What follows belongs to an exercise in optimizing a design on an open flow for small area and a short achievable clock period; a production flow would make more cautious choices. The RTL was checked by simulation tests, not by an equivalence proof against the original design.

==> 09-14: inputs <==
==> flow/design.v (excerpt) <==
module sigma_delta_dac_3rdorder(
  input clk,
  input reset_n,
  input [15:0] d,
  output reg q
);
==> flow/config.mk <==
export PLATFORM = sky130hd
export DESIGN_NAME = sigma_delta_dac_3rdorder
export DESIGN_NICKNAME = sigma_delta_dac_3rdorder
export VERILOG_FILES = /design/flow/design.v
export SDC_FILE = /design/flow/constraint.sdc
export NUM_CORES = 4
export LEC_CHECK = 0
export CAP_MARGIN = 20
export CORE_MARGIN = 2
export CORE_UTILIZATION = 60
export SETUP_SLACK_MARGIN = 3.6
export SLEW_MARGIN = 20
export TNS_END_PERCENT = 0
==> flow/constraint.sdc <==
create_clock -name core_clock -period 7.0 [get_ports {clk}]
set_input_delay 1.4000 -clock core_clock [delete_from_list [all_inputs] [get_ports {clk}]]
set_output_delay 1.4000 -clock core_clock [all_outputs]
set_load 0.01 [all_outputs]
standard.sh (not shown) runs the stock make flow with config.mk's settings and CLKGATE_MAP_FILE= SYNTH_SCRIPT=/design/flow/synth_recipe.tcl, a recipe that flattens the netlist after the stock synthesis.
==> flow/flow/run.sh <==
#!/bin/bash
# The standard layout (standard.sh) with changes to how it is made:
#  - synthesis: synth_recipe.tcl with the final ABC mapping script
#    flow/abc_map.script (flow/synth_abc.tcl);
#  - clock tree synthesis with clkbuf_8 buffers and no dummy loads;
#  - port buffers of the smallest buffer cell (every port still gets one).
# Each tool's full output is in the ORFS logs under orfs/logs; make's own
# output is in standard.log.
export FLOW_ABC_SCRIPT=$PWD/flow/abc_map.script
bash standard.sh \
  "SYNTH_SCRIPT=$PWD/flow/synth_abc.tcl" \
  "CTS_ARGS=-sink_clustering_enable -repair_clock_nets -buf_list sky130_fd_sc_hd__clkbuf_8 -dont_use_dummy_load" \
  "BUFFER_PORTS_ARGS=-buffer_cell sky130_fd_sc_hd__buf_1" \
   finish > standard.log 2>&1
==> flow/flow/abc_map.script <==
strash
dch -f
map -a
topo
stime -c
buffer -c
upsize -c
dnsize -c
==> flow/flow/synth_abc.tcl <==
# synth_recipe.tcl (the standard synthesis) with one change: the final ABC
# technology mapping runs flow/abc_map.script instead of ORFS's
# abc_speed.script.  Registers, flattening and renaming are as in
# synth_recipe.tcl.
proc synth {args} { yosys synth -nofsm -noshare {*}$args }
proc abc {args} {
  set i [lsearch -exact $args -script]
  if { $i >= 0 } { lset args [expr {$i + 1}] $::env(FLOW_ABC_SCRIPT) }
  puts "abc with script $::env(FLOW_ABC_SCRIPT)"
  yosys abc {*}$args
}
source $::env(SCRIPTS_DIR)/synth.tcl
# left out here: clear keep_hierarchy, flatten, clean up, hide names made inside functions, write 1_2_yosys.v
==> 04-22 (differences from 09-14) <==
--- a/flow/design.v
+++ b/flow/design.v
@@ -4,15 +4,14 @@
   input [15:0] d,
   output reg q
 );
 reg  [21:0] ao;
 reg  [23:0] lr;
-reg  [22:0] fr;
+reg  [22:0] f;
 reg         nf23;
 wire        s = ~nf23;
 wire [23:0] l = lr ^ 24'd0;
-wire [22:0] f = fr ^ 23'h7fe000;
 wire [21:0] a_in = { {5{nf23}}, d[15], ~d[15], d[14:0] };
 wire [21:0] a_sum_p = ao ^ a_in;
 wire [21:0] a_sum_g0 = ao & a_in;
 wire a_sum_G1 = a_sum_g0[1] | (a_sum_p[1] & a_sum_g0[0]);
 wire a_sum_G2 = a_sum_g0[3] | (a_sum_p[3] & a_sum_g0[2]);
@@ -338,16 +337,16 @@
 assign t[24] = t_G52;
 always @(negedge reset_n or posedge clk)
   if (!reset_n) begin
     ao   <= 22'h200000;
     lr   <= 24'd0;
-    fr   <= 23'h7fe000;
+    f    <= 23'd0;
     nf23 <= 1'b1;
     q    <= 1'b0;
   end else begin
     ao   <= a_sum[21:0];
     lr   <= l_sum[23:0] ^ 24'd0;
-    fr   <= t[22:0] ^ 23'h7fe000;
+    f    <= t[22:0];
     nf23 <= ~(t[23] ^ l_sum[23] ^ l_sum[24]);
     q    <= nf23;
   end
 endmodule
==> flow/run.sh (new file) <==
#!/bin/bash
# synth_recipe.tcl (not shown) runs the flow's synth.tcl, then flattens the netlist and writes it again
# the make line also repeats each setting of config.mk as NAME=value (left out here)
make -C /OpenROAD-flow-scripts/flow DESIGN_CONFIG=/design/flow/config.mk WORK_HOME=/design/flow/orfs CLKGATE_MAP_FILE= SYNTH_SCRIPT=/design/flow/synth_recipe.tcl finish
CORE_UTILIZATION = 40   (was 60)
SETUP_SLACK_MARGIN = 3.0   (was 3.6)
TNS_END_PERCENT = default   (was 0)
removed: flow/flow/run.sh
removed: flow/flow/abc_map.script
removed: flow/flow/synth_abc.tcl
removed: flow/standard.sh
==> comparison table <==
quantity                                               04-22           09-14
Chip width                                          122.5 µm        100.8 µm
Die Area                                           15010 µm²       10150 µm²
Final period util                                     0.5560          0.5182
Run status                                    finished clean  finished clean
WP data arrival                                      4.15 ns         3.90 ns
Count of vias placed by the detailed router             3473            3524
Tap cells                                                180             111
Combined area of the multi-input logic cells        3583 µm²        3503 µm²
Wire per inst                                       14.23 µm        15.21 µm
Cell count after placement                               702             648
Post-route minimum period                           3.892 ns        3.627 ns
Initial cell density of the core                      0.4079          0.6138
Area Growth Syn to Fin                                14.65%          9.310%
Finished Cell Area                                  6441 µm²        6141 µm²

* * *

==> trial 15: inputs <==
Starting RTL as in the previous note.
Settings: LEC_CHECK=0, CAP_MARGIN=20, CORE_MARGIN=2, CORE_UTILIZATION=60, SETUP_SLACK_MARGIN=3.6, SLEW_MARGIN=20, TNS_END_PERCENT=0; clock period 7.0 ns.
==> flow/flow/run.sh <==
#!/bin/bash
# The standard layout (standard.sh) with changes to how it is made:
#  - synthesis: synth_recipe.tcl with the final ABC mapping script
#    flow/abc_map.script (flow/synth_abc.tcl);
#  - clock tree synthesis with clkbuf_8 buffers and no dummy loads;
#  - port buffers of the smallest buffer cell (every port still gets one).
# Each tool's full output is in the ORFS logs under orfs/logs; make's own
# output is in standard.log.
export FLOW_ABC_SCRIPT=$PWD/flow/abc_map.script
bash standard.sh \
  "SYNTH_SCRIPT=$PWD/flow/synth_abc.tcl" \
  "CTS_ARGS=-sink_clustering_enable -repair_clock_nets -buf_list sky130_fd_sc_hd__clkbuf_8 -dont_use_dummy_load" \
  "BUFFER_PORTS_ARGS=-buffer_cell sky130_fd_sc_hd__buf_1" \
   finish > standard.log 2>&1
==> flow/flow/abc_map.script <==
strash
dch -f
map
topo
stime -c
buffer -c
upsize -c
dnsize -c
==> flow/flow/synth_abc.tcl <==
# synth_recipe.tcl (the standard synthesis) with one change: the final ABC
# technology mapping runs flow/abc_map.script instead of ORFS's
# abc_speed.script.  Registers, flattening and renaming are as in
# synth_recipe.tcl.
proc synth {args} { yosys synth -nofsm -noshare {*}$args }
proc abc {args} {
  set i [lsearch -exact $args -script]
  if { $i >= 0 } { lset args [expr {$i + 1}] $::env(FLOW_ABC_SCRIPT) }
  puts "abc with script $::env(FLOW_ABC_SCRIPT)"
  yosys abc {*}$args
}
source $::env(SCRIPTS_DIR)/synth.tcl
# left out here: clear keep_hierarchy, flatten, clean up, hide names made inside functions, write 1_2_yosys.v
==> trial 6: changes against trial 15 <==
--- a/flow/design.v
+++ b/flow/design.v
@@ -2,19 +2,18 @@
   input clk,
   input reset_n,
   input [15:0] d,
   output reg q
 );
 reg  [21:0] ao;
 reg  [23:0] lr;
-reg  [22:0] fr;
+reg  [22:0] f;
 reg         nf23;
 wire        s = ~nf23;
 wire [23:0] l = lr ^ 24'd0;
-wire [22:0] f = fr ^ 23'h7fe000;
 wire [21:0] a_in = { {5{nf23}}, d[15], ~d[15], d[14:0] };
 wire [21:0] a_sum_p = ao ^ a_in;
 wire [21:0] a_sum_g0 = ao & a_in;
 wire a_sum_G1 = a_sum_g0[1] | (a_sum_p[1] & a_sum_g0[0]);
 wire a_sum_G2 = a_sum_g0[3] | (a_sum_p[3] & a_sum_g0[2]);
 wire a_sum_P2 = a_sum_p[3] & a_sum_p[2];
 wire a_sum_G3 = a_sum_g0[5] | (a_sum_p[5] & a_sum_g0[4]);
@@ -336,18 +335,18 @@
 assign t[22] = t_p[22] ^ t_G50;
 assign t[23] = t_p[23] ^ t_G51;
 assign t[24] = t_G52;
 always @(negedge reset_n or posedge clk)
   if (!reset_n) begin
     ao   <= 22'h200000;
     lr   <= 24'd0;
-    fr   <= 23'h7fe000;
+    f    <= 23'd0;
     nf23 <= 1'b1;
     q    <= 1'b0;
   end else begin
     ao   <= a_sum[21:0];
     lr   <= l_sum[23:0] ^ 24'd0;
-    fr   <= t[22:0] ^ 23'h7fe000;
+    f    <= t[22:0];
     nf23 <= ~(t[23] ^ l_sum[23] ^ l_sum[24]);
     q    <= nf23;
   end
 endmodule
==> flow/flow/run.sh (replaced) <==
#!/bin/bash
# The standard layout (standard.sh), with two changes to how it is made:
#  - clock tree synthesis with its own options (below), without dummy loads;
#  - port buffers of the smallest buffer cell (every port still gets one).
# Each tool's full output is in the ORFS logs under orfs/logs; make's own
# output is in standard.log.
bash standard.sh \
  "CTS_ARGS=-sink_clustering_enable -repair_clock_nets -buf_list sky130_fd_sc_hd__clkbuf_8 -dont_use_dummy_load" \
  "BUFFER_PORTS_ARGS=-buffer_cell sky130_fd_sc_hd__buf_1" \
  finish > standard.log 2>&1
CORE_UTILIZATION = 40   (was 60)
TNS_END_PERCENT = not set   (was 0)
removed: flow/flow/abc_map.script
removed: flow/flow/synth_abc.tcl
==> results.txt <==
                                                                                               trial 15          trial 6
Yosys top cell area share                                                                         24.7%            30.7%
Status                                                                 no timing/DRC/antenna violations  no timing/DRC/antenna violations
Overall global routing resource usage                                                             24.1%            16.4%
Buffering overhead                                                                                3.65%            5.22%
Final worst-path cycle share                                                                      48.4%            50.8%
Number of rows created at floorplan                                                                  36               43
Worst Path Arrival                                                                              3670 ps          3850 ps
Via count                                                                                          4063             3593
Tmin final                                                                                      3390 ps          3560 ps
Endpoint of the worst hold-timing path                                                  ao[0]$_DFF_PN0_  ao[8]$_DFF_PN0_
Worst Path Required                                                                             7280 ps          7290 ps
Worst flop-to-flop path startpoint                                                       nf23$_DFF_PN1_  f[14]$_DFF_PN0_
Post-synthesis share of cell area spent on full adders, half adders and majority gates            34.9%            37.1%

## re-timing with driven ports
Ports are ideal in the flow. The routed layouts listed here were re-timed in OpenROAD. Step 1 assumes that a clkbuf_16 drives the clock port and a buf_2 every other input. Step 2 adds t to the input delays and takes it off the output delays; t is the mean of the earliest and latest rising clock arrival at the registers after step 1. Input paths then give back, and output paths get back, about the clock's delay inside the block. Slacks: ideal ports / drivers / drivers and shift; pairs: ideal ports / drivers.
| run | t, ns | setup slack, ns | hold WS [ns] | worst setup path after step 2 |
|---|---|---|---|---|
| 09-14 | 0.373 | 3.373 / 3.373 / 3.213 | 0.556 / 0.556 / 0.556 | input to register |
| 04-22 | 0.365 | 3.108 / 3.123 / 2.758 | 0.554 / 0.554 / 0.554 | input to register |
| trial 15 | 0.383 | 3.610 / 3.610 / 3.361 | 0.539 / 0.539 / 0.539 | input to register |
| trial 6 | 0.374 | 3.442 / 3.442 / 3.118 | 0.620 / 0.620 / 0.620 | input to register |
After both steps setup and hold are still met in every run listed. The setup slack of 04-22, which loses most, moves by +0.015 ns with the drivers and by -0.350 ns with both steps.
